Background: an optimization exercise with open tools, aiming at small area and a short achievable clock period. Do not read the settings as production practice. At most, simulation tests tie the RTL to the original design; equivalence was not proved. Function not checked in runs 7 and 8: the RTL went through the layout flow alone. No activity file was given, so power comes from the tool's default toggle rates.

===== flow/design.v =====
module map_data_structure_non_pipelined #(
    parameter KEY_WIDTH = 8,
    parameter VALUE_WIDTH = 16,
    parameter MAP_SIZE = 16,
    parameter MAP_INDEX_WIDTH = $clog2(MAP_SIZE)
)(
        input wire [KEY_WIDTH*MAP_SIZE-1:0] keys,
        input wire [VALUE_WIDTH*MAP_SIZE-1:0] values,
        input wire [MAP_SIZE-1:0] valid_vector,
        input wire [KEY_WIDTH-1:0] key_in,
        input wire [VALUE_WIDTH-1:0] value_in,
        output wire [MAP_INDEX_WIDTH-1:0] index_out,
        output wire [VALUE_WIDTH-1:0] value_out,
        output wire valid_out
);
    generate
        if(MAP_SIZE == 2) begin
                assign index_out = ((keys[KEY_WIDTH*2-1:KEY_WIDTH] == key_in) && valid_vector[1]) ? 1'b1 : 1'b0;
                assign valid_out = ((keys[KEY_WIDTH*2-1:KEY_WIDTH] == key_in) && valid_vector[1]) ? 1'b1 : 
                                        (((keys[KEY_WIDTH-1:0] == key_in) && valid_vector[0]) ? 1'b1 : 1'b0);
                assign value_out = ((keys[KEY_WIDTH*2-1:KEY_WIDTH] == key_in) && valid_vector[1]) ? values[VALUE_WIDTH*2-1:VALUE_WIDTH] : 
                                        (((keys[KEY_WIDTH-1:0] == key_in) && valid_vector[0]) ? values[VALUE_WIDTH-1:0] : 'd0);
        end
        else begin
            localparam HALF = MAP_SIZE / 2;
            wire [MAP_INDEX_WIDTH-2:0] low_index_out;
            wire [VALUE_WIDTH-1:0] low_value_out;
            wire low_valid_out;
            wire [MAP_INDEX_WIDTH-2:0] high_index_out;
            wire [VALUE_WIDTH-1:0] high_value_out;
            wire high_valid_out;
            map_data_structure_non_pipelined #(
                .KEY_WIDTH(KEY_WIDTH),
                .VALUE_WIDTH(VALUE_WIDTH),
                .MAP_SIZE(HALF),
                .MAP_INDEX_WIDTH(MAP_INDEX_WIDTH-1)
            ) upper_half (
                .keys(keys[KEY_WIDTH*MAP_SIZE-1:KEY_WIDTH*HALF]),
                .values(values[VALUE_WIDTH*MAP_SIZE-1:VALUE_WIDTH*HALF]),
                .valid_vector(valid_vector[MAP_SIZE-1:HALF]),
                .key_in(key_in),
                .value_in(value_in),
                .index_out(high_index_out),
                .value_out(high_value_out),
                .valid_out(high_valid_out)
            );
            map_data_structure_non_pipelined #(
                .KEY_WIDTH(KEY_WIDTH),
                .VALUE_WIDTH(VALUE_WIDTH),
                .MAP_SIZE(HALF),
                .MAP_INDEX_WIDTH(MAP_INDEX_WIDTH-1)
            ) lower_half (
                .keys(keys[KEY_WIDTH*HALF-1:0]),
                .values(values[VALUE_WIDTH*HALF-1:0]),
                .valid_vector(valid_vector[HALF-1:0]),
                .key_in(key_in),
                .value_in(value_in),
                .index_out(low_index_out),
                .value_out(low_value_out),
                .valid_out(low_valid_out)
            );
            assign index_out = (high_valid_out) ? {1'b1, high_index_out} : 
                                    ((low_valid_out) ? {1'b0, low_index_out} : 'd0);
            assign valid_out = high_valid_out | low_valid_out;
            assign value_out = high_valid_out ? high_value_out : 
                                    ((low_valid_out ? low_value_out : 'd0));
        end
    endgenerate
endmodule
module map_data_structure #(
    parameter KEY_WIDTH = 16,
    parameter VALUE_WIDTH = 16,
    parameter MAP_SIZE = 32
)(
    input wire clk,
    input wire reset,
    input wire [KEY_WIDTH-1:0] key_in,
    input wire [VALUE_WIDTH-1:0] value_in,
    input wire [1:0] op,  
    input wire valid_in,
    output wire ready_out,
    output wire [VALUE_WIDTH-1:0] value_out,
    output wire valid_out,
    input wire ready_in
);
    reg [KEY_WIDTH*MAP_SIZE-1:0] keys;
    reg [VALUE_WIDTH*MAP_SIZE-1:0] values;
    reg [MAP_SIZE-1:0] map_valid_vector;
    localparam FL_INDEX_WIDTH = $clog2(MAP_SIZE);
    reg [FL_INDEX_WIDTH-1:0] free_list [0:MAP_SIZE-1];
    reg [FL_INDEX_WIDTH-1:0] fl_rd_ptr, fl_wr_ptr;
    wire [FL_INDEX_WIDTH-1:0] map_key_index;
    wire valid_out_internal;
    localparam NOP = 2'b00,
               INSERT = 2'b01,
               DELETE = 2'b10,
               LOOKUP = 2'b11;
    always@(posedge clk) begin
        if(reset) begin  
            fl_rd_ptr <= 'd0;  
            fl_wr_ptr <= 'd0;  
            map_valid_vector <= 'd0;  
            for(integer i = 0; i < MAP_SIZE; i = i + 1) begin  
                free_list[i] <= i;
            end
            keys <= 'd0;  
            values <= 'd0;  
        end
        else begin  
            case(op)
                INSERT: begin  
                    if(valid_in && ready_out && ~valid_out_internal) begin  
                        keys[KEY_WIDTH*free_list[fl_rd_ptr] +: KEY_WIDTH] <= key_in;  
                        values[VALUE_WIDTH*free_list[fl_rd_ptr] +: VALUE_WIDTH] <= value_in;  
                        map_valid_vector[free_list[fl_rd_ptr]] <= 1'b1;  
                        fl_rd_ptr <= fl_rd_ptr + 1;  
                    end
                    else if(valid_in && ready_out && valid_out_internal) begin  
                        values[VALUE_WIDTH*map_key_index +: VALUE_WIDTH] <= value_in;  
                    end
                end
                DELETE: begin  
                    if(valid_in && valid_out_internal) begin  
                        map_valid_vector[map_key_index] <= 1'b0;  
                        free_list[fl_wr_ptr] <= map_key_index;  
                        fl_wr_ptr <= fl_wr_ptr + 1;  
                    end
                end
                default: begin  
                end
            endcase
        end
    end
    map_data_structure_non_pipelined #(
        .KEY_WIDTH(KEY_WIDTH),
        .VALUE_WIDTH(VALUE_WIDTH),
        .MAP_SIZE(MAP_SIZE)
    ) map_inst (
        .keys(keys),  
        .values(values),  
        .valid_vector(map_valid_vector),  
        .key_in(key_in),  
        .value_in(value_in),  
        .index_out(map_key_index),  
        .value_out(value_out),  
        .valid_out(valid_out_internal)  
    );
    assign valid_out = (op == LOOKUP) && valid_out_internal;
    assign ready_out = ~&map_valid_vector;
endmodule

===== flow/run.sh =====
#!/bin/bash
# synth_recipe.tcl (not shown) runs the flow's synth.tcl, then flattens the netlist and writes it again
# the make line also repeats each setting of config.mk as NAME=value (left out here)
make -C /OpenROAD-flow-scripts/flow DESIGN_CONFIG=/design/flow/config.mk WORK_HOME=/design/flow/orfs CLKGATE_MAP_FILE= SYNTH_SCRIPT=/design/flow/synth_recipe.tcl finish

===== flow/config.mk =====
export PLATFORM = sky130hd
export DESIGN_NAME = map_data_structure
export DESIGN_NICKNAME = map_data_structure
export VERILOG_FILES = /design/flow/design.v
export SDC_FILE = /design/flow/constraint.sdc
export NUM_CORES = 4
export LEC_CHECK = 0
export CAP_MARGIN = 20
export CORE_MARGIN = 2
export CORE_UTILIZATION = 45
export SLEW_MARGIN = 20

===== flow/constraint.sdc =====
create_clock -name core_clock -period 10.0 [get_ports {clk}]
set_input_delay 2.0000 -clock core_clock [delete_from_list [all_inputs] [get_ports {clk}]]
set_output_delay 2.0000 -clock core_clock [all_outputs]
set_load 0.01 [all_outputs]

==> notes.md, run 1 <==
adder-cell area share of the yosys netlist less than 1%; HP Class reg -> reg; Post-Route Setup TNS 0 ps; nets 6,704; startpoint types input pin; final max-slew violation count 0; first-pass GRT wire length 311.2 mm; Initial Utilization 45.25%; number of detailed-route iterations in the first pass 6; YS warnings 1; worst skew pair latency approximately 810 ps; PortBufs 54; DR WL met2 approximately 96 mm; Inst Count DP 8,388; Core Footprint 139,400 um2; P per Cell Area 158.4 nW/um2; synthesized area 63,070 um2; Fillers 12.90k; unrepaired setup endpoints after global routing false; Final setup viols 0; Total GRT Usage 28.52%; Peak VDD IR 0.1394 mV; main flop type after synthesis dfxtp_1; DR DRC count 0; wl on met1 89.69 mm; Compound-Gate Fraction of Synth Area 12.24%; initial antenna violation count 3; Worst Path Required around 8000 ps; Post CTS Setup Buffer Count 0; CTS max path bufs 3; Final GP Congestion roughly 0.99; CTS resizes 0; Critical Path AT roughly 7000 ps; post-route core utilization 50.01%; # rows 137; status timing/DRC/antenna clean; routed length per placed instance 24.24 um; mux cell area share after synthesis 15.70%; DP Wirelength 141.6 mm; met3 WL 16.01 mm; I/O Pins 56; GRT overflow 0; Root Buffer clkbuf_16; Synth area leaders dfxtp_1 34%, mux2i_1 14%, edfxtp_1 7.6%; flop-to-flop setup slack between 2000 and 3000 ps; synthesized area per cell between 9 and 10 um2; CP Max Fanout 25; main combinational cell family by area after synthesis simple AND/OR/NAND/NOR gates; Die Y ~380 um; max_cap viols 0; Final period util approximately nine tenths; CTS buffer count 141; hold buffer count at CTS 0; Routed WL 209.6 mm; CTS H-tree depth 4; Synth area leader dfxtp_1; antenna viol nets, final 0; Seq/Total Area, Yosys 41.61%; Die ar. between 100,000 and 150,000 um2; FF+latch count, synth 1,231; synth unique cells around 120; chip width 378.4 um; area grow syn2layout 10.52%; via count 52.35k; pin count of the biggest net entering global routing 152; ys async rst share 0%; Clock Sink Count 1,231; drt first-iter violations 5,536; cell count after synthesis slightly below 7k; Worst-path clk slew about 60 ps; Synth top area share 34.00%; DR top layer met5; Final Critical Period 8864 ps; xor/xnor share of the synthesized area 7.305%; Simple-Gate Fraction of Synth Area around 18%; TritonCTS clock tree done; Fin. Hold Viols 0; CP Capture Type output port; layout cells sized above 1 10.22%; Least-Margin Pin Slew between 1000 and 1500 ps; vias in the first global route 48.81k; Post-Layout Cell Count 8,646; Rel. slew slack 17.81%; crit path kind in -> out; FMAX 112.8 MHz; Pleak 0.02608 uW; Post-Synthesis Net Count 6,897; DR vias/cell about 6.1; Post-synth EDFFs 160; clk_skew 39.18 ps
state kept, by name (all words and copies together) (netlist names), named ones only:
name and count:
keys 512, values 512, free_list 160, map_valid_vector 32, fl_rd_ptr 5, fl_wr_ptr 5
cell families (layout without fill, tap and decap cells):
group,after synthesis,in the layout
and+or+nand+nor,2427,2427
other,0,1
DFF,1231,1231
muxes,925,925
xor gates and xnor gates,526,526
buffers and inverters,632,553
adders and majority gates,11,11
AOI/OAI and AO/OA,1096,1096
layout by cell type, fill, tap and decap left out, drive strengths merged, types with 41 or more instances in the layout:
master	instances
a32oi	93
xor2	154
edfxtp	160
clkbuf	199
o221ai	56
mux2i	862
nor2	777
nand2	817
nor3	83
mux4	50
nand4	168
or4	76
o21ai	207
nor4	41
xnor2	372
buf	234
a211oi	45
a21oi	324
nand4b	106
a31oi	62
nand3	161
dfxtp	1071
o311ai	97
power by group:
part / internal, uW / leakage (uW) / switching (uW) / total, uW
sequential: 5060 / 0.0102 / 25.9 / 5080
clock: 3040 / 0.00229 / 2240 / 5270
combinational: 200 / 0.0136 / 488 / 688
total: 8290 / 0.0261 / 2750 / 11000
layout make-up:
| class | instances | area (um2) | area share, % |
|---|---|---|---|
| diodes | 1 | 2.502 | 0.003590 |
| clock buffers | 199 | 3969 | 5.694 |
| clock inverters | 58 | 703.2 | 1.009 |
| inverters | 25 | 101.3 | 0.1454 |
| multi-input cells | 4985 | 34090 | 48.92 |
| flip-flops and latches | 1231 | 26250 | 37.66 |
| well taps | 1876 | 2347 | 3.368 |
| repair buffers | 271 | 2235 | 3.206 |
stage by stage:
stage                     power [uW]  worst slack (ps)  hold WS, ps  cell area (um2)
after floorplan                 5641              2409        430.4            63070
after global placement          5855              1147        440.3            64980
after detailed placement        5863              1090        447.4            65010
after CTS                      11110              1164        458.3            69680
after global routing           11350              1058        472.2            69700
final                          11040              1136        455.2            69700
final timing paths:
kind                                  from                  endpoint  cells after the start
setup / recovery                key_in[12]              value_out[9]                     13
hold / removal    values[509]$_SDFFE_PP0P_  values[509]$_SDFFE_PP0P_                      2
setup reg to reg                      flop     keys[83]$_SDFFE_PP0P_                     13
hold reg to reg   values[509]$_SDFFE_PP0P_  values[509]$_SDFFE_PP0P_                      2
critical path: stages:
cell and delay, ps:
buf_4 330, buf_4 490, xnor2_1 220, nand3_1 150
or4_1 550, o22ai_1 570, or2_2 310, nand3_1 550
o221ai_1 430, a211o_1 160, a21o_1 180, o2bb2ai_1 260
clkdlybuf4s50_1 630
cells in the mapped netlist, types with 16 or more instances:
master	number
buf_6	28
mux2i_1	862
a211oi_1	45
a21bo_2	32
buf_4	58
nor3b_1	25
dfxtp_1	1071
o311ai_0	65
or2_2	35
or4_1	73
nor3_1	79
buf_2	64
o22ai_1	25
xor2_1	154
nand4_1	168
inv_1	20
edfxtp_1	160
mux4_2	50
o21ai_0	203
o311ai_1	32
or3_1	16
and3_1	22
and2_1	16
xnor2_1	372
nor2_1	771
a31oi_1	51
clkbuf_1	406
nand3_1	161
nand4b_1	106
o221ai_1	56
a32oi_1	93
nor4_1	38
buf_1	50
a21oi_1	321
nand2_1	816
o211ai_1	27
per-layer routing:
metal  global-route usage, %  vias to the layer above
met1                   37.98                    25610
li1                        -                    24160
met3                   5.218                      422
met2                   45.87                     2155
met4                   10.79                        4
met5                       0                        -
==> run 2, diff against run 1 <==
==> flow/design.v (replaced) <==
module map_data_structure #(
    parameter KEY_WIDTH = 16,
    parameter VALUE_WIDTH = 16,
    parameter MAP_SIZE = 32
)(
    input wire clk,
    input wire reset,
    input wire [KEY_WIDTH-1:0] key_in,
    input wire [VALUE_WIDTH-1:0] value_in,
    input wire [1:0] op,  
    input wire valid_in,
    output wire ready_out,
    output wire [VALUE_WIDTH-1:0] value_out,
    output wire valid_out,
    input wire ready_in
);
    localparam NOP = 2'b00,
               INSERT = 2'b01,
               DELETE = 2'b10,
               LOOKUP = 2'b11;
    reg [KEY_WIDTH-1:0] keys [0:MAP_SIZE-1];
    reg [VALUE_WIDTH-1:0] values [0:MAP_SIZE-1];
    reg [MAP_SIZE-1:0] valid;
    wire [MAP_SIZE-1:0] match;
    genvar g;
    generate
        for (g = 0; g < MAP_SIZE; g = g + 1) begin : m
            assign match[g] = valid[g] && (keys[g] == key_in);
        end
    endgenerate
    wire hit = |match;
    reg [VALUE_WIDTH-1:0] sel_value;
    integer i;
    always @(*) begin
        sel_value = {VALUE_WIDTH{1'b0}};
        for (i = 0; i < MAP_SIZE; i = i + 1)
            sel_value = sel_value | (values[i] & {VALUE_WIDTH{match[i]}});
    end
    wire [MAP_SIZE-1:0] first_free = ~valid & (valid + 1'b1);
    wire full = &valid;
    wire do_insert = (op == INSERT) && valid_in && !full;
    wire do_delete = (op == DELETE) && valid_in;
    always @(posedge clk) begin
        if (reset)
            valid <= {MAP_SIZE{1'b0}};
        else
            valid <= (valid & ~(match & {MAP_SIZE{do_insert | do_delete}}))
                   | (first_free & {MAP_SIZE{do_insert}});
    end
    always @(posedge clk) begin
        for (i = 0; i < MAP_SIZE; i = i + 1)
            if (!valid[i]) begin
                keys[i] <= key_in;
                values[i] <= value_in;
            end
    end
    assign value_out = sel_value;
    assign valid_out = (op == LOOKUP) && hit;
    assign ready_out = !full;
endmodule
--- a/flow/config.mk
+++ b/flow/config.mk
@@ -5,7 +5,10 @@
 export SDC_FILE = /design/flow/constraint.sdc
 export NUM_CORES = 4
 export LEC_CHECK = 0
+export ABC_CLOCK_PERIOD_IN_PS = 4000
 export CAP_MARGIN = 20
 export CORE_MARGIN = 2
-export CORE_UTILIZATION = 45
+export CORE_UTILIZATION = 60
+export CTS_BUF_LIST = sky130_fd_sc_hd__clkbuf_8
+export SETUP_SLACK_MARGIN = 4
 export SLEW_MARGIN = 20
==> notes.md, run 2 <==
Fin. Hold Viols 0; P per Cell Area 170.0 nW/um2; max_cap viols 0; placed cell area 44,600 um2; final instance area 52,870 um2; Post-Layout Cell Count 4,212; Final setup viols 0; HP Class reg -> reg; Least-Margin Pin Slew 905.2 ps; CTS H-tree depth 4; crit path kind in -> out; max incr delay on CP about 470 ps; Inst Count DP 3,664; initial antenna violation count 3; Worst Path Required about 8000 ps; Critical Path Slowest Stage Cell nor4_4; critical-path cell list buf_16 -> buf_16 -> buf_8 -> xnor2_2 -> nand4_1 -> nor4_4 -> nand3_4 -> buf_12 -> buf_8 -> o2111ai_4 -> a2111oi_4 -> nand4_1 -> buf_2; Top Registers keys x512, values x512, valid x32; final max-slew violation count 0; Synth area leader edfxtp_1; pin count of the biggest net entering global routing 36; startpoint types input pin; Post-Synthesis Net Count ~2.7k; Initial Utilization 60.85%; Final Critical Period 6415 ps; number of detailed-route iterations in the first pass 5; I/O Pins between 50 and 60; TritonCTS clock tree done; first-pass GRT wire length approximately 170 mm; Hold Crit Depth 2; Die Y between 200 and 300 um; drt first-iter violations between 2k and 3k; synth unique cells 53; Synth top area share a little under three quarters; top cells by count, synth 1,024 x edfxtp_1, 352 x xnor2_1, 263 x nand3_1; commonest non-fill, non-tap cell in the layout edfxtp_1; status timing/DRC/antenna clean; DP Wirelength 58.17 mm; Die ar. 73,420 um2; synthesized area per cell 16.12 um2; CTS buffer count between 150 and 200; unrepaired setup endpoints after global routing true; RR Startpoint valid[30]$_SDFF_PP0_; YS warnings 3; Post-Route Setup TNS 0 ps; GRT overflow 0; nets 3,180; reg-to-reg endpoint valid[0]$_SDFF_PP0_; flop-to-flop setup slack 7180 ps; FMAX 155.9 MHz; # rows 97; area grow syn2layout 23.66%; DR vias/cell between 6 and 7; Post-synth EDFFs 1,024; main flop type after synthesis edfxtp_1; antenna viol nets, final 0; FF+latch count, synth around 1.1k; Synth area leaders edfxtp_1 72%, xnor2_1 7.2%, xor2_1 3.3%; hold worst-path end valid[31]$_SDFF_PP0_; Routed WL roughly 120 mm; routed length per placed instance 28.73 um; synthesized area 42,760 um2; Rel. slew slack 39.57%; Pleak 0.01999 uW; most frequent cell after synthesis edfxtp_1; most frequent cells in the layout 1,024 x edfxtp_1, 339 x xnor2_1, 261 x nand3_1, 236 x buf_4, 210 x inv_1; Final GP Congestion 0.8826; via count 25.89k; CP Launch Point key_in[2]; critical hold path startpoint valid[30]$_SDFF_PP0_; Critical Path AT ~4400 ps; overall power 8987 uW; Root Buffer clkbuf_8; CP Max Fanout 8; vias in the first global route 25.53k; Final period util about 64%; worst skew pair latency 830 ps; Total GRT Usage 32.82%; clk_skew between 30 and 40 ps; cell count after synthesis 2,653; ys async rst share 0%; Worst-path clk slew 60 ps; CP Capture Type output port; DR DRC count 0; chip width between 200 and 300 um; PortBufs 54; CTS max path bufs 3; Seq/Total Area, Yosys 73.41%; Reg2Reg Depth 8; Peak VDD IR 0.1708 mV; Core Footprint 70,270 um2; Clock Sink Count 1,056; layout cells sized above 1 24.66%
run 2: cell count changes in the layout (fill, tap and decap cells not counted), sizes merged, moves of 186 or more:
cell,previous run,this run
a21oi,324,15
dfxtp,1071,32
edfxtp,160,1024
inv,34,220
mux2i,862,0
nand2,817,16
nor2,777,53
o21ai,207,4
run 2: power by group:
group / internal, uW / switching [uW] / leakage [uW]
registers: 5080 / 84.5 / 0.0111
logic: 289 / 310 / 0.00718
clock network: 1570 / 1650 / 0.00171
total: 6940 / 2050 / 0.0200
run 2: worst max-delay path by stage:
stage	end
final	value_out[0]
after global routing	value_out[5]
after CTS	valid_out
after detailed placement	value_out[2]
after global placement	valid_out
after floorplan	valid_out
run 2: what timing repair did:
action	CTS	global route
hold buffers	0	0
pin swaps	66	43
cloned	34	7
setup endpoints to repair	17	17
buffers inserted	153	55
resized for setup	423	103
run 2: critical path, delay by kind of cell:
kind,cells,cell delay [ps]
AND/OR/NAND/NOR,4,1050
buffers and inverters,6,910
AO/OA/AOI/OAI,2,280
XOR/XNOR,1,120
run 2: cell type report:
class	count	area (um2)
multi-input cells	1333	11440
diodes	3	7.507
repair inverters	1	6.256
inverters	150	576.8
clock buffers	169	2326
well taps	940	1176
fillers	4211	17400
repair buffers	433	5389
flip-flops and latches	1056	31390
clock inverters	127	564.3
run 2: per-stage QoR:
| stage | hold WS, ps | setup WS, ps | util, % |
|---|---|---|---|
| after floorplan | 447.9 | 4155 | - |
| after global placement | 470.8 | 2093 | 63.46 |
| after detailed placement | 473.8 | 2074 | 63.46 |
| after CTS | 481.7 | 3664 | 73.68 |
| after global routing | 520.6 | 3558 | 75.23 |
| final | 479.1 | 3585 | 75.24 |
run 2: logic make-up (layout without fill, tap and decap cells):
family          after synthesis  after routing  synth area share, %
buf+inv                     265            880                3.532
xor+xnor                    512            512                10.51
compound gates              211            211                4.141
flops                      1056           1056                73.41
simple gates                609            610                8.410
other cells                   0              3                    0
run 2: metal layers:
layer  share of wire, %  wire [um]  vias to the layer above  GRT usage, %
met5                  0          0                        -             0
met4                4.3       5152                        0         14.12
li1                   -          -                    11140             -
met1                 39      47330                    13260         44.20
met3                7.7       9331                      228         5.618
met2                 49      59190                     1254         53.22
==> run 3, diff against run 2 <==
==> flow/config.mk (replaced) <==
export PLATFORM = sky130hd
export DESIGN_NAME = map_data_structure
export DESIGN_NICKNAME = map_data_structure
export VERILOG_FILES = /design/flow/design.v
export SDC_FILE = /design/flow/constraint.sdc
export NUM_CORES = 4
export LEC_CHECK = 0
export CAP_MARGIN = 20
export CORE_MARGIN = 2
export CORE_UTILIZATION = 45
export CTS_BUF_LIST = sky130_fd_sc_hd__clkbuf_4 sky130_fd_sc_hd__clkbuf_8
export SETUP_SLACK_MARGIN = 4
export SLEW_MARGIN = 20
==> notes.md, run 3 <==
Root Buffer clkbuf_8; Post-Route Setup TNS 0 ps; DR DRC count 0; synthesized area per cell between 15 and 20 um2; Inst Count DP 3,977; overall power 9380 uW; FF+latch count, synth approximately 1.1k; drt first-iter violations 2,929; xor/xnor share of the synthesized area 10.51%; combinational share of power roughly 6.6%; Routed WL 128.8 mm; Sw Pwr 2120 uW; Rel. slew slack ~30%; vias in the first global route roughly 26k; hold buffer count at CTS 0; YS warnings 3; Compound-Gate Fraction of Synth Area under 10%; Final period util 64.97%; initial antenna violation count 3; final max-slew violation count 0; Pint 7260 uW; Die Y 312.3 um; # rows ~110; Fin. Hold Viols 0; Fillers 7,114; Final Critical Period 6497 ps; ys async rst share 0%; HP Class reg -> reg; DP Wirelength ~60 mm; synthesized area 42,760 um2; critical path depth in cells 11; Pleak 0.02021 uW; Clock Sink Count about 1.1k; CP Capture Type output port; final hold slack around 480 ps; most frequent cells in the layout 1,024 x edfxtp_1, 343 x xnor2_1, 251 x nand3_1, 236 x buf_4, 174 x clkbuf_8; Post-Layout Cell Count 4,547; P per Cell Area 173.0 nW/um2; routed length per placed instance 28.34 um; Synth top area share 71.91%; via count 26.19k; Core Footprint between 90,000 and 100,000 um2; I/O Pins 56; critical path's top delay family simple AND/OR/NAND/NOR gates; main flop type after synthesis edfxtp_1; Simple-Gate Fraction of Synth Area 8.410%; area of the multi-input gates 11,680 um2; most frequent cell after synthesis edfxtp_1; CP Max Fanout 6; area grow syn2layout 26.81%; Worst-path clk slew 60 ps; CTS max path bufs 3; antenna viol nets, final 0; top cells by count, synth 1,024 x edfxtp_1, 352 x xnor2_1, 263 x nand3_1; synth unique cells 53; PortBufs 54; chip width 312.3 um; final instance area 54,220 um2; Post-Synthesis Net Count 2,691; cell count after synthesis around 2.7k; number of detailed-route iterations in the first pass 6; Die ar. 97,500 um2; first-pass GRT wire length between 150 and 200 mm; Reg area ~31,000 um2; clock share of power 38.3%; critical-path cell list buf_16 -> buf_16 -> xor2_4 -> nor4_2 -> nand4_1 -> nor3_2 -> buf_6 -> or4bb_4 -> nor4bb_4 -> a41oi_2 -> buf_2; Most common cell on crit path buf_16; Total GRT Usage between 20% and 30%; GRT overflow 0; Worst Path Required 8000 ps; mux cell area share after synthesis 0%; status timing/DRC/antenna clean; unrepaired setup endpoints after global routing true; Synth area leaders edfxtp_1 72%, xnor2_1 7.2%, xor2_1 3.3%; Top Registers keys x512, values x512, valid x32; commonest non-fill, non-tap cell in the layout edfxtp_1; Synth area leader edfxtp_1; max incr delay on CP 560 ps; TritonCTS clock tree done; max_cap viols 0; adder-cell area share of the yosys netlist 0%; Final GP Congestion 0.8997; Peak VDD IR 0.1456 mV; Seq/Total Area, Yosys 73.41%; Reg2Reg Depth 8; CTS buffer count around 170; Post-synth EDFFs between 1k and 1.5k; crit path kind in -> out; Final setup viols 0; layout cells sized above 1 27.33%; worst skew pair latency ~860 ps; Critical Path Slowest Stage Cell or4bb_4; Sw Ratio a little under a quarter; DR vias/cell 5.760; nets around 3.2k; placed cell area 44,900 um2; Critical path buffers and inverters 4; clk_skew about 47 ps; Hold Crit Depth 2; FMAX 153.9 MHz; Least-Margin Pin Slew between 1000 and 1500 ps; startpoint types input pin; CTS H-tree depth 4; pin count of the biggest net entering global routing 36; register share of total power 55.1%; main combinational cell family by area after synthesis XOR/XNOR gates; Initial Utilization 45.21%; Critical Path AT 4500 ps
run 3: what timing repair did:
action,in CTS,in global routing
resized for setup,409,132
endpoints found under the setup margin,17,17
pin swaps,65,79
endpoints found under the hold margin,0,0
buffers inserted,140,69
gates cloned,42,12
run 3: cell families (layout without fill, tap and decap cells):
| kind of cell | after synthesis | in the layout |
|---|---|---|
| flops | 1056 | 1056 |
| simple gates | 609 | 610 |
| xor+xnor | 512 | 512 |
| buf+inv | 265 | 890 |
| compound gates | 211 | 211 |
| other cells | 0 | 3 |
run 3: final timing paths:
check                       startpoint  slack (ps)                    to
setup / recovery             key_in[8]        3500             valid_out
hold / removal    valid[30]$_SDFF_PP0_         480  valid[31]$_SDFF_PP0_
setup reg to reg  valid[30]$_SDFF_PP0_        7380  valid[24]$_SDFF_PP0_
hold reg to reg   valid[30]$_SDFF_PP0_         480  valid[31]$_SDFF_PP0_
run 3: final cells by class:
class                   instances  area share (%)
diodes                          3         0.01384
clock buffers                 235           5.261
clock inverters                68          0.7338
inverters                     150           1.087
multi-input cells            1333           21.55
flip-flops and latches       1056           57.89
well taps                    1265           2.919
repair buffers                437           10.55
run 3: through the flow:
step           util, %  worst slack, ps
6_report         57.33             3503
2_1_floorplan        -             4155
3_5_place_dp     47.47             1931
4_1_cts          55.55             3576
5_1_grt          57.32             3490
3_3_place_gp     47.47             1978
run 3: power groups by stage:
stage | Clock (uW) | Sequential, uW | Combinational [uW]
4_1_cts | 3640 | 5160 | 574
3_3_place_gp | 0 | 5230 | 394
5_1_grt | 3830 | 5180 | 650
3_5_place_dp | 0 | 5250 | 405
6_report | 3600 | 5160 | 621
2_1_floorplan | 0 | 5230 | 267
run 3: layer usage:
metal | routed length (um) | track usage (%)
met1 | 52990 | 35.30
met2 | 62020 | 41.19
met3 | 9924 | 4.035
met4 | 3904 | 8.796
met5 | 0 | 0
run 3: worst min-delay path, cell delays in order (launching register included):
cell and delay, ps:
dfxtp_1 320, nand3_1 60, a21oi_1 70
==> run 4, diff against run 3 <==
--- a/flow/config.mk
+++ b/flow/config.mk
@@ -8,6 +8,4 @@
 export CAP_MARGIN = 20
 export CORE_MARGIN = 2
 export CORE_UTILIZATION = 45
-export CTS_BUF_LIST = sky130_fd_sc_hd__clkbuf_4 sky130_fd_sc_hd__clkbuf_8
-export SETUP_SLACK_MARGIN = 4
 export SLEW_MARGIN = 20
==> notes.md, run 4 <==
Post-synth EDFFs around 1.0k; Final period util between 80% and 90%; Critical Path AT 6110 ps; Sw Ratio 20.52%; antenna viol nets, final 0; synthesized area 42,760 um2; Pleak 0.01718 uW; Total GRT Usage 20.91%; chip width 312.3 um; nets 2,858; commonest non-fill, non-tap cell in the layout edfxtp_1; Final setup viols 0; CP Max Fanout 39; ys async rst share 0%; via count 23.42k; routed length per placed instance 24.59 um; synthesized area per cell 16.12 um2; Hold Crit Depth 2; final max-slew violation count 0; max_cap viols 0; Root Buffer clkbuf_16; Reg2Reg Depth 8; Critical path buffers and inverters 3; clk_skew roughly 29 ps; Post-Synthesis Net Count 2,691; max incr delay on CP 820 ps; Sw Pwr between 1500 and 2000 uW; top cells by count, synth 1,024 x edfxtp_1, 352 x xnor2_1, 263 x nand3_1; hold buffer count at CTS 0; Post-Route Setup TNS 0 ps; Rel. slew slack 13.18%; worst skew pair latency roughly 670 ps; CTS H-tree depth 3; Synth area leader edfxtp_1; reg-to-reg endpoint valid[6]$_SDFF_PP0_; TritonCTS clock tree done; RR Startpoint valid[30]$_SDFF_PP0_; Synth top area share a little under three quarters; FMAX 123.3 MHz; FF+latch count, synth 1,056; Top Registers keys x512, values x512, valid x32; Worst-path clk slew ~60 ps; number of detailed-route iterations in the first pass 5; Critical Path Slowest Stage Cell nand3_1; I/O Pins 56; cell count after synthesis 2,653; Pint 7544 uW; initial antenna violation count 2; final hold slack between 400 and 500 ps; Synth area leaders edfxtp_1 72%, xnor2_1 7.2%, xor2_1 3.3%; Clock Sink Count 1,056; hold worst-path end valid[31]$_SDFF_PP0_; synth unique cells 53; PortBufs 54; clock share of power about two fifths; DP Wirelength 59.79 mm; met3 WL 6.462 mm; Post-Layout Cell Count 4,170; Initial Utilization 45.21%; Fillers 7,684; antenna fix cells 0; drt first-iter violations 2,329; CP Capture Type output port; crit path kind in -> out; Least-Margin Pin Slew roughly 1300 ps; flop-to-flop setup slack 7390 ps; # rows 113; Most common cell on crit path buf_4; CTS buffer count 105; Worst Path Required 8000 ps; CTS max path bufs 3; P per Cell Area 196.4 nW/um2; unrepaired setup endpoints after global routing false; HP Class reg -> reg; Final Critical Period 8111 ps; vias in the first global route 23.74k; Routed WL 102.6 mm; critical path's top delay family simple AND/OR/NAND/NOR gates; critical-path cell list buf_4 -> buf_4 -> xnor2_1 -> nand4_1 -> nor4_1 -> nand3_1 -> or4bb_1 -> nor4bb_1 -> a41oi_1 -> clkdlybuf4s50_1; area grow syn2layout 13.05%; critical hold path startpoint valid[30]$_SDFF_PP0_; status timing/DRC/antenna clean; DR top layer met5; Post CTS Setup Buffer Count 0; overall power 9491 uW; DR DRC count 0; Final GP Congestion between 0.8 and 0.9; CTS resizes 0; first-pass GRT wire length between 150 and 200 mm; wl on met1 45.06 mm; startpoint types input pin; DR WL met2 around 48 mm; Die ar. ~100,000 um2; most frequent cells in the layout 1,024 x edfxtp_1, 352 x xnor2_1, 263 x nand3_1, 159 x xor2_1, 148 x inv_1; main flop type after synthesis edfxtp_1; YS warnings 3; DR vias/cell 5.616; Die Y ~310 um; GRT overflow 0; register share of total power 54.3%; layout cells sized above 1 11.81%; most frequent cell after synthesis edfxtp_1; Fin. Hold Viols 0; pin count of the biggest net entering global routing 45; Inst Count DP 3,977; Core Footprint about 95,000 um2; Peak VDD IR 0.1450 mV; Seq/Total Area, Yosys 73.41%; combinational share of power under 10%
## run 4: cell types whose count changed in the layout (fill, tap and decap cells not counted), moves of 40 or more
cell | before | now
clkbuf_4 | 61 | 0
clkbuf_16 | 10 | 106
a2111oi_0 | 9 | 49
buf_4 | 236 | 134
buf_12 | 48 | 2
clkbuf_8 | 174 | 3
## run 4: metal layers
layer | global-route usage [%] | up-vias
met4 | 7.244 | 2
li1 | - | 10430
met2 | 33.19 | 855
met5 | 0 | -
met3 | 2.993 | 154
met1 | 29.69 | 11980
## run 4: kinds of logic after synthesis
kind of cell / count (synthesis) / synth area share (%)
AOI/OAI and AO/OA: 211 / 4.141
buffers and inverters: 265 / 3.532
DFF: 1056 / 73.41
and+or+nand+nor: 609 / 8.410
xor gates and xnor gates: 512 / 10.51
## run 4: final cells by class
type | count | area [um2] | area share, %
multi-input combinational | 1332 | 9945 | 20.57
timing repair buffer | 175 | 1408 | 2.912
sequential | 1056 | 31390 | 64.94
clock inverter | 53 | 641.9 | 1.328
inverter | 150 | 563.0 | 1.165
tap | 1265 | 1583 | 3.274
clock buffer | 139 | 2806 | 5.806
## run 4: stage by stage
step	util, %	cell area, um2	setup WS, ps
5_1_grt	51.10	48340	1648
6_report	51.10	48340	1889
2_1_floorplan	-	42760	4155
3_5_place_dp	47.47	44900	1931
4_1_cts	51.11	48350	1909
3_3_place_gp	47.47	44900	1978
## run 4: worst max path at each step
stage / startpoint / to / slack [ps] / depth (start not counted)
5_1_grt: key_in[8] / valid_out / 1650 / 10
4_1_cts: key_in[15] / valid_out / 1910 / 9
3_5_place_dp: key_in[15] / valid_out / 1930 / 9
6_report: key_in[1] / valid_out / 1890 / 10
3_3_place_gp: key_in[8] / valid_out / 1980 / 10
2_1_floorplan: key_in[6] / valid_out / 4160 / 11
## run 4: power by group through the flow
| stage | clock, uW | sequential (uW) | combinational (uW) |
|---|---|---|---|
| after global routing | 4200 | 5170 | 438 |
| after CTS | 4020 | 5150 | 408 |
| after floorplan | 0 | 5230 | 267 |
| after detailed placement | 0 | 5250 | 405 |
| final | 3940 | 5150 | 398 |
| after global placement | 0 | 5230 | 394 |
## run 4: worst reg2reg max path: stages, from the launching register on
cell	delay [ps]
dfxtp_1	340
inv_1	70
buf_4	300
nor4_1	470
nand3_1	420
nor2b_1	330
and3_1	240
a31oi_1	190
a211oi_1	70
==> run 5, diff against run 4 <==
--- a/flow/config.mk
+++ b/flow/config.mk
@@ -5,7 +5,12 @@
 export SDC_FILE = /design/flow/constraint.sdc
 export NUM_CORES = 4
 export LEC_CHECK = 0
+export ABC_AREA = 1
 export CAP_MARGIN = 20
 export CORE_MARGIN = 2
-export CORE_UTILIZATION = 45
+export CORE_UTILIZATION = 60
+export CTS_BUF_LIST = sky130_fd_sc_hd__clkbuf_8
+export CTS_CLUSTER_DIAMETER = 60
+export CTS_CLUSTER_SIZE = 18
+export SETUP_SLACK_MARGIN = 4.5
 export SLEW_MARGIN = 20
==> notes.md, run 5 <==
Synth top area share 66.84%; Routed WL 144.2 mm; worst skew pair latency around 720 ps; Critical path buffers and inverters 8; Critical Path AT 4170 ps; critical-path cell list buf_12 -> buf_12 -> inv_16 -> buf_16 -> buf_12 -> buf_12 -> o21ai_0 -> nor2_1 -> nand2_1 -> nor2_4 -> buf_12 -> nand4_1 -> o21ai_0 -> nor2_1 -> nand2_1 -> nor2_2 -> nand2_4 -> buf_6; main flop type after synthesis edfxtp_1; cell count after synthesis slightly above 4k; Synth area leaders edfxtp_1 67%, nand2_1 7.3%, o21ai_0 3.9%; reg-to-reg endpoint valid[24]$_SDFF_PP0_; Critical Path Slowest Stage Cell o21ai_0; most frequent cells in the layout 1,024 x edfxtp_1, 854 x nand2_1, 449 x inv_1, 342 x nor2_1, 288 x o21ai_0; number of detailed-route iterations in the first pass 8; synthesized area about 46,000 um2; antenna viol nets, final 0; DP Wirelength 75.54 mm; routed length per placed instance approximately 26 um; commonest non-fill, non-tap cell in the layout edfxtp_1; layout cells sized above 1 16.82%; unrepaired setup endpoints after global routing true; critical path's top delay family buffers and inverters; status timing/DRC/antenna clean; hold worst-path end valid[31]$_SDFF_PP0_; Post-Synthesis Net Count 4,136; CTS buffer count between 70 and 80; Final Critical Period 6167 ps; DR DRC count 0; Worst-path clk slew 110 ps; Peak VDD IR between 0.1 and 0.15 mV; Die ar. between 70,000 and 80,000 um2; CP Max Fanout 16; Fillers between 5k and 6k; Pint about 6000 uW; flop-to-flop setup slack 6710 ps; register share of total power 63.4%; synthesized area per cell 11.23 um2; Most common cell on crit path buf_12; P per Cell Area 150.2 nW/um2; nets around 4.4k; ys async rst share 0%; clock share of power 27.7%; drt first-iter violations 4,364; top cells by count, synth 1,024 x edfxtp_1, 892 x nand2_1, 441 x inv_1; Seq/Total Area, Yosys 68.23%; Reg2Reg Depth 11; max_cap viols 0; Die Y 280.9 um; Final setup viols 0; final max-slew violation count 0; clk_skew approximately 21 ps; area grow syn2layout 17.39%; Sw Pwr 1960 uW; most frequent cell after synthesis edfxtp_1; critical hold path startpoint valid[31]$_SDFF_PP0_; setup ws final 3833 ps; FF+latch count, synth 1,056; overall power 8112 uW; PortBufs 54; Post-synth EDFFs 1,024; I/O Pins 56; Pleak 0.02195 uW; Synth area leader edfxtp_1; Final period util about three fifths; # rows 101; Final GP Congestion slightly above 0.9; max incr delay on CP 260 ps; combinational share of power 8.9%; YS warnings 3; Rel. slew slack 36.53%; final hold slack slightly above 500 ps; chip width 280.9 um; Root Buffer clkbuf_8; initial antenna violation count 6; Total GRT Usage between 30% and 40%; Sw Ratio about 24%; startpoint types input pin; Post-Route Setup TNS 0 ps; RR Startpoint valid[17]$_SDFF_PP0_; Clock Sink Count 1,056; Top Registers keys x512, values x512, valid x32; Hold Crit Depth 2; FMAX 162.2 MHz; Initial Utilization between 60% and 70%; HP Class reg -> reg; first-pass GRT wire length 205.2 mm; DR vias/cell ~6.0; via count 33.05k; Least-Margin Pin Slew 944.7 ps; vias in the first global route roughly 32k; CTS max path bufs 3; CTS H-tree depth 3; dpl ws 2065 ps; CP Capture Type output port; Core Footprint 75,950 um2; TritonCTS clock tree done; synth unique cells 39; Fin. Hold Viols 0; GRT overflow 0; Worst Path Required 8000 ps; pin count of the biggest net entering global routing 48; crit path kind in -> out
-- run 5: cell type report --
cell class | count | area, um2 | share of cell area [%]
Clock inverter | 39 | 341.6 | 0.6325
Timing Repair inverter | 3 | 30.03 | 0.05560
Clock buffer | 76 | 1046 | 1.937
Multi-Input combinational cell | 2425 | 12730 | 23.58
Sequential cell | 1056 | 31390 | 58.12
Tap cell | 1030 | 1289 | 2.386
Antenna cell | 2 | 5.005 | 0.009267
Inverter | 457 | 1916 | 3.547
Timing Repair Buffer | 378 | 5258 | 9.735
-- run 5: power groups by stage --
stage,clock [uW],combinational [uW],sequential [uW]
5_1_grt,2410,760,5170
4_1_cts,2270,673,5140
2_1_floorplan,0,302,5220
3_5_place_dp,0,497,5250
3_3_place_gp,0,483,5230
6_report,2250,720,5150
-- run 5: tightest hold or removal path: stages (launching register included) --
cell,delay [ps]
dfxtp_1,340
o21ai_0,80
a21oi_1,60
-- run 5: routing by layer --
metal,part of all wire (%),global-route usage [%],wire length [um]
met5,0.0062,0,9
met4,4.1,15.15,5875
met3,12,7.765,17080
met2,46,56.28,66080
met1,38,50.54,55190
-- run 5: worst max path at each step --
stage                     from            end  slack (ps)  cells past startpoint
finish               key_in[6]   value_out[0]        3830                     18
CTS                  key_in[6]   value_out[8]        3790                     16
global placement     key_in[6]  value_out[15]        2140                     14
detailed placement   key_in[6]  value_out[15]        2070                     14
global route         key_in[6]   value_out[0]        3740                     18
floorplan           key_in[14]   value_out[5]        4520                     12
-- run 5: cells by family after synthesis --
group	after synthesis	synth area share, %
flip-flops	1056	68.23
AO/OA/AOI/OAI	530	5.891
XOR/XNOR	123	2.342
buffers and inverters	620	6.397
AND/OR/NAND/NOR	1769	17.14
-- run 5: per-stage QoR --
| step | instance area [um2] | util [%] | cells |
|---|---|---|---|
| global placement | 47270 | 62.23 | 5108 |
| global route | 54000 | 71.11 | 5465 |
| detailed placement | 47270 | 62.24 | 5108 |
| floorplan | 46010 | - | 4098 |
| finish | 54010 | 71.11 | 5466 |
| CTS | 53170 | 70.01 | 5434 |
-- run 5: timing repair --
action,CTS,global route
cloned,27,8
setup endpoints to repair,17,17
pin swaps,111,100
setup buffers,184,22
resized for setup,483,164
hold buffers,0,0
==> run 6, diff against run 5 <==
--- a/flow/config.mk
+++ b/flow/config.mk
@@ -9,8 +9,8 @@
 export CAP_MARGIN = 20
 export CORE_MARGIN = 2
 export CORE_UTILIZATION = 60
-export CTS_BUF_LIST = sky130_fd_sc_hd__clkbuf_8
+export CTS_BUF_LIST = sky130_fd_sc_hd__clkbuf_16
 export CTS_CLUSTER_DIAMETER = 60
-export CTS_CLUSTER_SIZE = 18
-export SETUP_SLACK_MARGIN = 4.5
+export CTS_CLUSTER_SIZE = 30
+export SETUP_SLACK_MARGIN = 4
 export SLEW_MARGIN = 20
==> notes.md, run 6 <==
via count 33.15k; commonest non-fill, non-tap cell in the layout edfxtp_1; # rows slightly above 100; Critical Path AT 4070 ps; worst skew pair latency 660 ps; flop-to-flop setup slack 6690 ps; HP Class reg -> reg; main combinational cell family by area after synthesis simple AND/OR/NAND/NOR gates; Routed WL 144.1 mm; Synth area leader edfxtp_1; Core Footprint about 76,000 um2; Die ar. 78,910 um2; top cells by count, synth 1,024 x edfxtp_1, 892 x nand2_1, 441 x inv_1; initial antenna violation count 7; Post-synth EDFFs 1,024; CTS max path bufs 3; cell count after synthesis 4,098; Hold Crit Depth 2; Final Critical Period 6073 ps; Seq/Total Area, Yosys approximately two thirds; Inst Count DP 5,108; synthesized area per cell 11.23 um2; CTS H-tree depth 3; Post-Synthesis Net Count 4,136; TritonCTS clock tree done; Synth top area share 66.84%; xor/xnor share of the synthesized area 2.342%; setup ws final roughly 3900 ps; synth unique cells 39; FMAX 164.7 MHz; most frequent cell after synthesis edfxtp_1; Root Buffer clkbuf_16; Top Registers keys x512, values x512, valid x32; Critical Path Slowest Stage Cell buf_6; Clock Sink Count 1,056; Die Y approximately 280 um; Reg2Reg Depth 11; mux cell area share after synthesis 0%; Final period util 60.73%; Rel. slew slack between 20% and 30%; chip width about 280 um; Fillers 5,220; DP Wirelength 75.54 mm; dpl ws between 2000 and 2500 ps; ys async rst share 0%; Compound-Gate Fraction of Synth Area 5.891%; area grow syn2layout 18.96%; DR vias/cell 6.081; Synth area leaders edfxtp_1 67%, nand2_1 7.3%, o21ai_0 3.9%; antenna viol nets, final 0; Worst-path clk slew 80 ps; routed length per placed instance approximately 26 um; layout cells sized above 1 17.12%; Peak VDD IR 0.1882 mV; vias in the first global route 31.26k; Worst Path Required 8000 ps; Reg area 31,390 um2; nets 4,399; startpoint types input pin; status timing/DRC/antenna clean; YS warnings 3; CTS buffer count 72; hold worst-path end valid[5]$_SDFF_PP0_; final max-slew violation count 0; Post-Layout Cell Count between 5k and 6k; crit path kind in -> out; CP Capture Type output port; first-pass GRT wire length 203.6 mm; reg-to-reg endpoint valid[24]$_SDFF_PP0_; unrepaired setup endpoints after global routing true; Final GP Congestion 0.9134; CP Max Fanout 13; Post-Route Setup TNS 0 ps; critical hold path startpoint valid[5]$_SDFF_PP0_; clk_skew 38.70 ps; drt first-iter violations roughly 4.5k; P per Cell Area 167.2 nW/um2; Final setup viols 0; GRT overflow 0; critical-path cell list buf_12 -> buf_16 -> buf_6 -> nand2_1 -> o21ai_0 -> nor2_1 -> nand2_1 -> nor2_4 -> buf_12 -> buf_12 -> nand4_1 -> o21ai_0 -> nor2_1 -> nand2_1 -> nor2_4 -> nand2_1 -> buf_2; adder-cell area share of the yosys netlist 0%; post-route core utilization 72.06%; max_cap viols 0; main flop type after synthesis edfxtp_1; Simple-Gate Fraction of Synth Area 17.14%; Initial Utilization between 60% and 70%; synthesized area 46,010 um2; pin count of the biggest net entering global routing 48; RR Startpoint valid[0]$_SDFF_PP0_; Pleak 0.02222 uW; I/O Pins 56; max incr delay on CP 250 ps; area of the multi-input gates 12,820 um2; Total GRT Usage a little over a third; Fin. Hold Viols 0; hold buffer count at CTS 0; final hold slack about 520 ps; most frequent cells in the layout 1,024 x edfxtp_1, 859 x nand2_1, 442 x inv_1, 337 x nor2_1, 284 x o21ai_0; PortBufs 54; Most common cell on crit path nand2_1; DR DRC count 0; number of detailed-route iterations in the first pass 8; Least-Margin Pin Slew between 1000 and 1500 ps; FF+latch count, synth ~1.1k
-- run 6: cell counts after synthesis --
Identical to the previous run, type by type.
-- run 6: worst max-delay path by stage --
stage                          start            end  slack, ps  cells past startpoint
after floorplan           key_in[14]   value_out[5]       4520                     12
after global placement     key_in[6]  value_out[15]       2140                     14
after detailed placement   key_in[6]  value_out[15]       2070                     14
after CTS                  key_in[0]  value_out[14]       3990                     18
after global routing       key_in[0]  value_out[11]       3860                     19
final                      key_in[0]   value_out[6]       3930                     17
-- run 6: power by group --
part           internal, uW  switching, uW  total, uW  leakage [uW]
sequential             5070           81.2       5150        0.0111
combinational           241            465        706       0.00986
clock                  1630           1660       3300       0.00126
-- run 6: layout make-up --
cell class / instances / area share, %
antenna: 1 / 0.004572
clock buffer: 77 / 3.521
clock inverter: 57 / 1.196
inverter: 457 / 3.539
multi-input combinational: 2425 / 23.43
sequential: 1056 / 57.35
tap: 1030 / 2.355
timing repair buffer: 342 / 8.493
timing repair inverter: 7 / 0.1097
-- run 6: what timing repair did --
action / CTS / global route
pin swaps: 97 / 79
setup endpoints to repair: 17 / 17
resized for setup: 497 / 169
setup buffers: 139 / 35
gates cloned: 28 / 7
-- run 6: layer usage --
metal	routed length (um)	vias up	part of all wire, %	track usage (%)
li1	-	14630	-	-
met1	55730	16220	39	50.54
met2	66290	1963	46	56.09
met3	16490	345	11	6.917
met4	5574	2	3.9	14.37
met5	9	-	0.0062	0
-- run 6: kinds of logic after synthesis --
group / count (synthesis)
flops: 1056
xor+xnor: 123
compound gates: 530
simple gates: 1769
buf+inv: 620
-- run 6: worst max-delay path: cells and delay by family --
kind | cells | cell delay [ps]
AND/OR/NAND/NOR | 9 | 910
buffers and inverters | 6 | 950
AO/OA/AOI/OAI | 2 | 150
-- run 6: through the flow --
step,total power [uW],cell area [um2]
floorplan,5525,46010
global route,9383,54730
global placement,5717,47270
CTS,9109,53820
detailed placement,5743,47270
finish,9150,54730
==> run 7, diff against run 6 <==
==> flow/design.v (replaced) <==
module kv_slot_match (
    input wire [15:0] key_in,
    input wire [15:0] key,
    input wire free,
    output wire match
);
    assign match = !free && (key == key_in);
endmodule
module kv_sel_bit (
    input wire [31:0] match,
    input wire [31:0] bits,
    output wire out
);
    assign out = |(match & bits);
endmodule
module map_data_structure #(
    parameter KEY_WIDTH = 16,
    parameter VALUE_WIDTH = 16,
    parameter MAP_SIZE = 32
)(
    input wire clk,
    input wire reset,
    input wire [KEY_WIDTH-1:0] key_in,
    input wire [VALUE_WIDTH-1:0] value_in,
    input wire [1:0] op,  
    input wire valid_in,
    output wire ready_out,
    output wire [VALUE_WIDTH-1:0] value_out,
    output wire valid_out,
    input wire ready_in
);
    localparam NOP = 2'b00,
               INSERT = 2'b01,
               DELETE = 2'b10,
               LOOKUP = 2'b11;
    reg [KEY_WIDTH-1:0] keys [0:MAP_SIZE-1];
    reg [VALUE_WIDTH-1:0] values [0:MAP_SIZE-1];
    reg [MAP_SIZE-1:0] free;
    wire [MAP_SIZE-1:0] match;
    genvar g, b;
    generate
        for (g = 0; g < MAP_SIZE; g = g + 1) begin : m
            kv_slot_match u_match (
                .key_in(key_in), .key(keys[g]), .free(free[g]), .match(match[g])
            );
        end
        for (b = 0; b < VALUE_WIDTH; b = b + 1) begin : s
            wire [MAP_SIZE-1:0] column;
            for (g = 0; g < MAP_SIZE; g = g + 1) begin : c
                assign column[g] = values[g][b];
            end
            kv_sel_bit u_sel (.match(match), .bits(column), .out(value_out[b]));
        end
    endgenerate
    wire hit = |match;
    reg [MAP_SIZE-1:0] first_free;
    reg seen;
    integer i;
    always @(*) begin
        seen = 1'b0;
        for (i = 0; i < MAP_SIZE; i = i + 1) begin
            first_free[i] = free[i] && !seen;
            seen = seen | free[i];
        end
    end
    wire do_insert = (op == INSERT) && valid_in && ready_out;
    wire do_delete = (op == DELETE) && valid_in;
    always @(posedge clk) begin
        if (reset)
            free <= {MAP_SIZE{1'b1}};
        else
            free <= (free | (match & {MAP_SIZE{do_insert | do_delete}}))
                  & ~(first_free & {MAP_SIZE{do_insert}});
    end
    always @(posedge clk) begin
        for (i = 0; i < MAP_SIZE; i = i + 1)
            if (free[i]) begin
                keys[i] <= key_in;
                values[i] <= value_in;
            end
    end
    assign valid_out = (op == LOOKUP) && hit;
    assign ready_out = |free;
endmodule
--- a/flow/config.mk
+++ b/flow/config.mk
@@ -9,8 +9,10 @@
 export CAP_MARGIN = 20
 export CORE_MARGIN = 2
 export CORE_UTILIZATION = 60
-export CTS_BUF_LIST = sky130_fd_sc_hd__clkbuf_16
+export CTS_BUF_LIST = sky130_fd_sc_hd__clkbuf_8
 export CTS_CLUSTER_DIAMETER = 60
-export CTS_CLUSTER_SIZE = 30
+export CTS_CLUSTER_SIZE = 16
 export SETUP_SLACK_MARGIN = 4
 export SLEW_MARGIN = 20
+export SYNTH_HIERARCHICAL = 1
+export SYNTH_MINIMUM_KEEP_SIZE = 0
==> notes.md, run 7 <==
status timing/DRC/antenna clean; first-pass GRT wire length 189.9 mm; Fin. Hold Viols 0; RR Startpoint free[5]$_SDFF_PP1_; CTS max path bufs 3; DR DRC count 0; cell count after synthesis 4,503; CP Launch Point key_in[9]; chip width roughly 280 um; Hold Crit Depth 4; Root Buffer clkbuf_8; antenna viol nets, final 0; hold buffer count at CTS 0; max_cap viols 0; startpoint types input pin; synthesized area per cell ~10 um2; number of detailed-route iterations in the first pass 6; Clock Sink Count approximately 1.1k; FF+latch count, synth approximately 1.1k; Die ar. 78,610 um2; Synth top area share between 60% and 70%; FMAX 163.0 MHz; # rows around 100; synth unique cells 28; Synth area leader edfxtp_1; synthesized area 45,830 um2; ys async rst share 0%; YS warnings 11; Fillers 5,357; DP Wirelength between 60 and 70 mm; P per Cell Area between 100 and 150 nW/um2; CTS buffer count 81; overall power 8069 uW; pin count of the biggest net entering global routing 38; flop-to-flop setup slack 7230 ps; I/O Pins 56; worst skew pair latency 740 ps; reg-to-reg endpoint free[13]$_SDFF_PP1_; Worst Path Required 8000 ps; via count 32.65k; critical hold path startpoint free[0]$_SDFF_PP1_; PortBufs 54; Rel. slew slack 28.79%; DR vias/cell 5.433; initial antenna violation count 5; vias in the first global route 29.38k; Least-Margin Pin Slew about 1100 ps; Final period util 61.36%; post-route core utilization 72.25%; Core Footprint 75,820 um2; GRT overflow 0; Final GP Congestion 0.7966; drt first-iter violations approximately 4.1k; commonest non-fill, non-tap cell in the layout nand2_1; Critical Path AT 4140 ps; crit path kind in -> out; Top Registers keys x512, values x512, free x32; clk_skew 44.96 ps; Seq/Total Area, Yosys 68.49%; Reg2Reg Depth 9; TritonCTS clock tree done; Post-Route Setup TNS 0 ps; area grow syn2layout 19.54%; Initial Utilization 60.44%; routed length per placed instance 22.96 um; layout cells sized above 1 16.08%; HP Class reg -> reg; Pleak 0.02537 uW; top cells by count, synth 1,838 x nand2_1, 1,024 x edfxtp_1, 604 x inv_1; Post-synth EDFFs 1,024; Synth area leaders edfxtp_1 67%, nand2_1 15%, inv_1 4.9%; hold worst-path end free[2]$_SDFF_PP1_; nets about 5.0k; main flop type after synthesis edfxtp_1; CP Max Fanout 7; Peak VDD IR 0.1521 mV; final max-slew violation count 0; Die Y roughly 280 um; CP Capture Type output port; Post-Synthesis Net Count about 4.5k; Final setup viols 0; unrepaired setup endpoints after global routing true; Worst-path clk slew 100 ps; Final Critical Period 6136 ps; most frequent cells in the layout 1,786 x nand2_1, 1,024 x edfxtp_1, 626 x inv_1, 466 x nor2_1, 162 x buf_4; Routed WL roughly 140 mm; Total GRT Usage between 30 and 40%; CTS H-tree depth 3; most frequent cell after synthesis nand2_1
## run 7: critical path, stage by stage
cell,delay (ps)
buf_16,170
buf_6,180
inv_1,60
or2_2,270
nand4_1,140
nor2_4,80
buf_6,120
buf_12,120
buf_4,140
nor4_4,260
nand4_1,160
nor2_4,230
nor3_2,50
buf_2,140
## run 7: per-stage QoR
stage          std cells  hold slack, ps  instance area, um2  worst slack, ps
2_1_floorplan       4503           818.8               45830             4489
3_3_place_gp        5637           749.2               48440             2220
3_5_place_dp        5638           735.9               48440             2241
4_1_cts             5944           761.9               53510             3920
5_1_grt             6010           788.8               54790             3745
6_report            6010           767.8               54790             3864
## run 7: routing by layer
metal / part of all wire [%] / vias to the layer above / track usage (%) / routed length (um)
met2: 46 / 1577 / 53.27 / 63180
met5: 0.0087 / - / 0 / 12
met1: 40 / 15610 / 48.31 / 55300
li1: - / 15210 / - / -
met4: 3.6 / 2 / 11.68 / 4992
met3: 10 / 255 / 5.346 / 14480
## run 7: logic make-up after synthesis
family          count (synthesis)  synth area share [%]
simple gates                 2655                 23.17
compound gates                 18                0.2075
flops                        1056                 68.49
buf+inv                       614                 5.070
xor+xnor                      160                 3.058
## run 7: Yosys stat by module, one instance, submodules excluded
module | flops+latches | cell area [um2] | cells
kv_sel_bit | 0 | 236.5 | 63
map_data_structure | 1056 | 32520 | 1287
kv_slot_match | 0 | 297.8 | 69
## run 7: how the worst max path moves through the flow
stage	slack, ps	depth (start not counted)	end
3_3_place_gp	2220	17	value_out[8]
2_1_floorplan	4490	12	valid_out
4_1_cts	3920	19	valid_out
5_1_grt	3740	19	valid_out
3_5_place_dp	2240	17	value_out[8]
6_report	3860	14	valid_out
## run 7: repair_timing
action	CTS	global route
pin swaps	49	107
buffers inserted	139	48
cloned	36	17
hold endpoints to repair	0	0
resized for setup	346	140
setup endpoints to repair	17	17
## run 7: final cells by class
type,count,area (um2),area share [%]
inverter,607,2283,4.168
antenna,1,2.502,0.004568
timing repair buffer,404,5693,10.39
sequential,1056,31430,57.37
tap,978,1224,2.234
clock inverter,47,292.8,0.5344
multi-input combinational,2833,12710,23.19
clock buffer,84,1156,2.110
## run 7: power by group
part           switching [uW]  total (uW)  internal [uW]  leakage (uW)
sequential               76.6        5140           5060        0.0111
clock                    1450        2270            827      0.000820
combinational             388         655            267        0.0135
==> run 8, diff against run 7 <==
--- a/flow/config.mk
+++ b/flow/config.mk
@@ -5,7 +5,6 @@
 export SDC_FILE = /design/flow/constraint.sdc
 export NUM_CORES = 4
 export LEC_CHECK = 0
-export ABC_AREA = 1
 export CAP_MARGIN = 20
 export CORE_MARGIN = 2
 export CORE_UTILIZATION = 60
==> notes.md, run 8 <==
Synth area leaders edfxtp_1 76%, xor2_1 11%, a22oi_1 4.4%; Worst-path clk slew 100 ps; TritonCTS clock tree done; hold buffer count at CTS 0; P per Cell Area around 160 nW/um2; first-pass GRT wire length 157.0 mm; Reg2Reg Depth 7; Initial Utilization 60.50%; unrepaired setup endpoints after global routing true; critical-path cell list buf_16 -> buf_12 -> xor2_1 -> nor4_1 -> nand4_1 -> nor3_2 -> buf_6 -> buf_4 -> a22oi_2 -> nand4_1 -> or4_4 -> buf_6; CP endpoint value_out[9]; reg-to-reg endpoint free[26]$_SDFF_PP1_; Final GP Congestion approximately 0.88; initial antenna violation count 2; chip width 264.0 um; synth unique cells 34; CTS H-tree depth 3; pin count of the biggest net entering global routing 40; flop-to-flop setup slack about 6600 ps; Core Footprint 67,040 um2; commonest non-fill, non-tap cell in the layout edfxtp_1; RR Startpoint free[15]$_SDFF_PP1_; Least-Margin Pin Slew 1114 ps; HP Class reg -> reg; Post-Synthesis Net Count approximately 2.3k; worst skew pair latency 700 ps; Final setup viols 0; setup ws final 3507 ps; via count 22.79k; final instance area 48,210 um2; CP Launch Point key_in[10]; placed cell area 42,850 um2; final max-slew violation count 0; main flop type after synthesis edfxtp_1; post-route core utilization 71.91%; Peak VDD IR between 0.1 and 0.15 mV; Critical path buffers and inverters 5; CP Capture Type output port; cell count after synthesis between 2k and 2.5k; GRT overflow 0; Critical Path Slowest Stage Cell or4_4; Synth top area share 75.81%; clk_skew about 35 ps; Total GRT Usage a little under a third; Post-synth EDFFs between 1k and 1.5k; Die Y between 200 and 300 um; Worst Path Required 8000 ps; Seq/Total Area, Yosys between 70 and 80%; dpl ws 2225 ps; Critical Path AT 4490 ps; Clock Sink Count 1,056; Top Registers keys x512, values x512, free x32; critical path's top delay family simple AND/OR/NAND/NOR gates; most frequent cells in the layout 1,024 x edfxtp_1, 486 x xor2_1, 194 x a22oi_1, 129 x buf_4, 99 x nand4_1; CTS buffer count 76; YS warnings 11; vias in the first global route between 20k and 25k; critical path depth in cells 12; top cells by count, synth 1,024 x edfxtp_1, 512 x xor2_1, 240 x a22oi_1; crit path kind in -> out; Final period util 64.93%; PortBufs 54; Final Critical Period 6493 ps; max_cap viols 0; synthesized area roughly 40,000 um2; Post-Route Setup TNS 0 ps; Root Buffer clkbuf_8; DR vias/cell 6.394; Die ar. 69,690 um2; I/O Pins 56; drt first-iter violations 2,605; area grow syn2layout 18.86%; layout cells sized above 1 21.90%; routed length per placed instance 30.95 um; number of detailed-route iterations in the first pass 5; FF+latch count, synth 1,056; # rows 95; Routed WL between 100 and 150 mm; critical hold path startpoint free[22]$_SDFF_PP1_; max incr delay on CP about 640 ps; CTS max path bufs 3; Pleak 0.01752 uW; ys async rst share 0%; antenna viol nets, final 0; Fin. Hold Viols 0; nets 2,682; Inst Count DP 3,258; status timing/DRC/antenna clean; FMAX 154.0 MHz; CP Max Fanout 15; Synth area leader edfxtp_1; DR DRC count 0; synthesized area per cell 18.03 um2; DP Wirelength 53.45 mm; most frequent cell after synthesis edfxtp_1; startpoint types input pin; Rel. slew slack 25.51%; Post-Layout Cell Count around 3.6k
run 8: cell count changes after synthesis, moves of 31 or more:
cell | before | now
nand2_1 | 1838 | 20
nand4_1 | 39 | 99
nor2_1 | 542 | 9
nor4_1 | 9 | 110
inv_1 | 604 | 2
nor3_2 | 1 | 32
nor2_2 | 66 | 0
a22oi_1 | 0 | 240
nand3_1 | 73 | 3
nor3_1 | 4 | 39
xor2_1 | 64 | 512
xnor2_1 | 96 | 0
or2_2 | 64 | 0
run 8: final cells by class:
cell class                      instances  area, um2
Clock inverter                         45      221.5
Timing Repair Buffer                  325       4541
Fill cell                            4267      18830
Inverter                                2      7.507
Sequential cell                      1056      31430
Clock buffer                           78       1074
Multi-Input combinational cell       1183       9842
Antenna cell                            2      5.005
Tap cell                              873       1092
run 8: modules after synthesis, one instance, submodules excluded:
module | flip-flops and latches | copies in the design
map_data_structure | 1056 | 1
kv_slot_match | 0 | 32
kv_sel_bit | 0 | 16
run 8: timing repair:
| item | CTS | global route |
|---|---|---|
| endpoints found under the setup margin | 17 | 17 |
| pin swaps | 104 | 54 |
| gates cloned | 36 | 3 |
| setup buffers | 116 | 25 |
| resized for setup | 355 | 56 |
run 8: per-layer routing:
layer  track usage [%]  part of all wire, %
met5                 0                    0
met3             4.437                  8.5
met4             10.38                  3.4
met2             52.21                   49
met1             44.49                   39
run 8: worst min path at each step:
stage | endpoint | slack [ps] | cells after the start
after global placement | keys[22][12]$_DFFE_PP_ | 650 | 0
after floorplan | free[22]$_SDFF_PP1_ | 790 | 4
after global routing | keys[22][15]$_DFFE_PP_ | 700 | 0
after detailed placement | keys[22][7]$_DFFE_PP_ | 650 | 0
final | keys[22][8]$_DFFE_PP_ | 670 | 0
after CTS | keys[22][9]$_DFFE_PP_ | 660 | 0
run 8: cells by family (layout without fill, tap and decap cells):
family	count (synthesis)	count (layout)	synth area share, %
AOI/OAI and AO/OA	330	330	6.117
xor gates and xnor gates	512	512	11.06
buffers and inverters	10	450	0.1018
DFF	1056	1056	77.39
other	0	2	0
and+or+nand+nor	341	341	5.331
run 8: power breakdown:
part / total (uW) / internal [uW] / switching [uW]
Combinational: 561 / 238 / 323
Clock: 2090 / 755 / 1340
Sequential: 5230 / 5130 / 105
run 8: through the flow:
stage          power (uW)  hold WS (ps)
2_1_floorplan        5496         789.9
3_3_place_gp         5696         652.4
3_5_place_dp         5728         654.9
4_1_cts              7897         655.2
5_1_grt              8131         696.2
6_report             7884         668.3

## separate check: timing with driven ports
The results above use ideal ports. As a check the final layouts listed here were re-extracted and re-timed, cells and wires unchanged.
Step 1 assumes that a clkbuf_16 drives the clock port and a buf_2 every other input.
Step 2 adds t to the input delays and takes it off the output delays; t is the mean of the earliest and latest rising clock arrival at the registers after step 1. Input paths then give back, and output paths get back, about the clock's delay inside the block.
a / b / c = no drivers / after step 1 / after step 2; a / b = the first two.
| run | t (ns) | setup slack, ns | worst setup path at the end | worst slew at a driven data input, ns | pins driven straight from the clock port |
|---|---|---|---|---|---|
| run 1 | 0.871 | 1.136 / 1.113 / 0.878 | input to register | 0.10 | 1 |
| run 2 | 0.875 | 3.585 / 3.326 / 3.326 | input to output | 0.31 | 1 |
| run 3 | 0.889 | 3.503 / 3.243 / 3.243 | input to output | 0.34 | 1 |
| run 4 | 0.722 | 1.889 / 1.852 / 1.852 | input to output | 0.13 | 1 |
| run 5 | 0.778 | 3.833 / 3.756 / 3.756 | input to output | 0.08 | 1 |
| run 6 | 0.714 | 3.927 / 3.866 / 3.866 | input to output | 0.09 | 1 |
| run 7 | 0.786 | 3.864 / 3.580 / 3.580 | input to output | 0.37 | 1 |
| run 8 | 0.742 | 3.507 / 3.234 / 3.234 | input to output | 0.32 | 1 |
After both steps setup and hold are still met in every run listed. For run 7, which loses most, drivers alone change the setup slack by -0.284 ns; drivers and shift together by -0.284 ns.
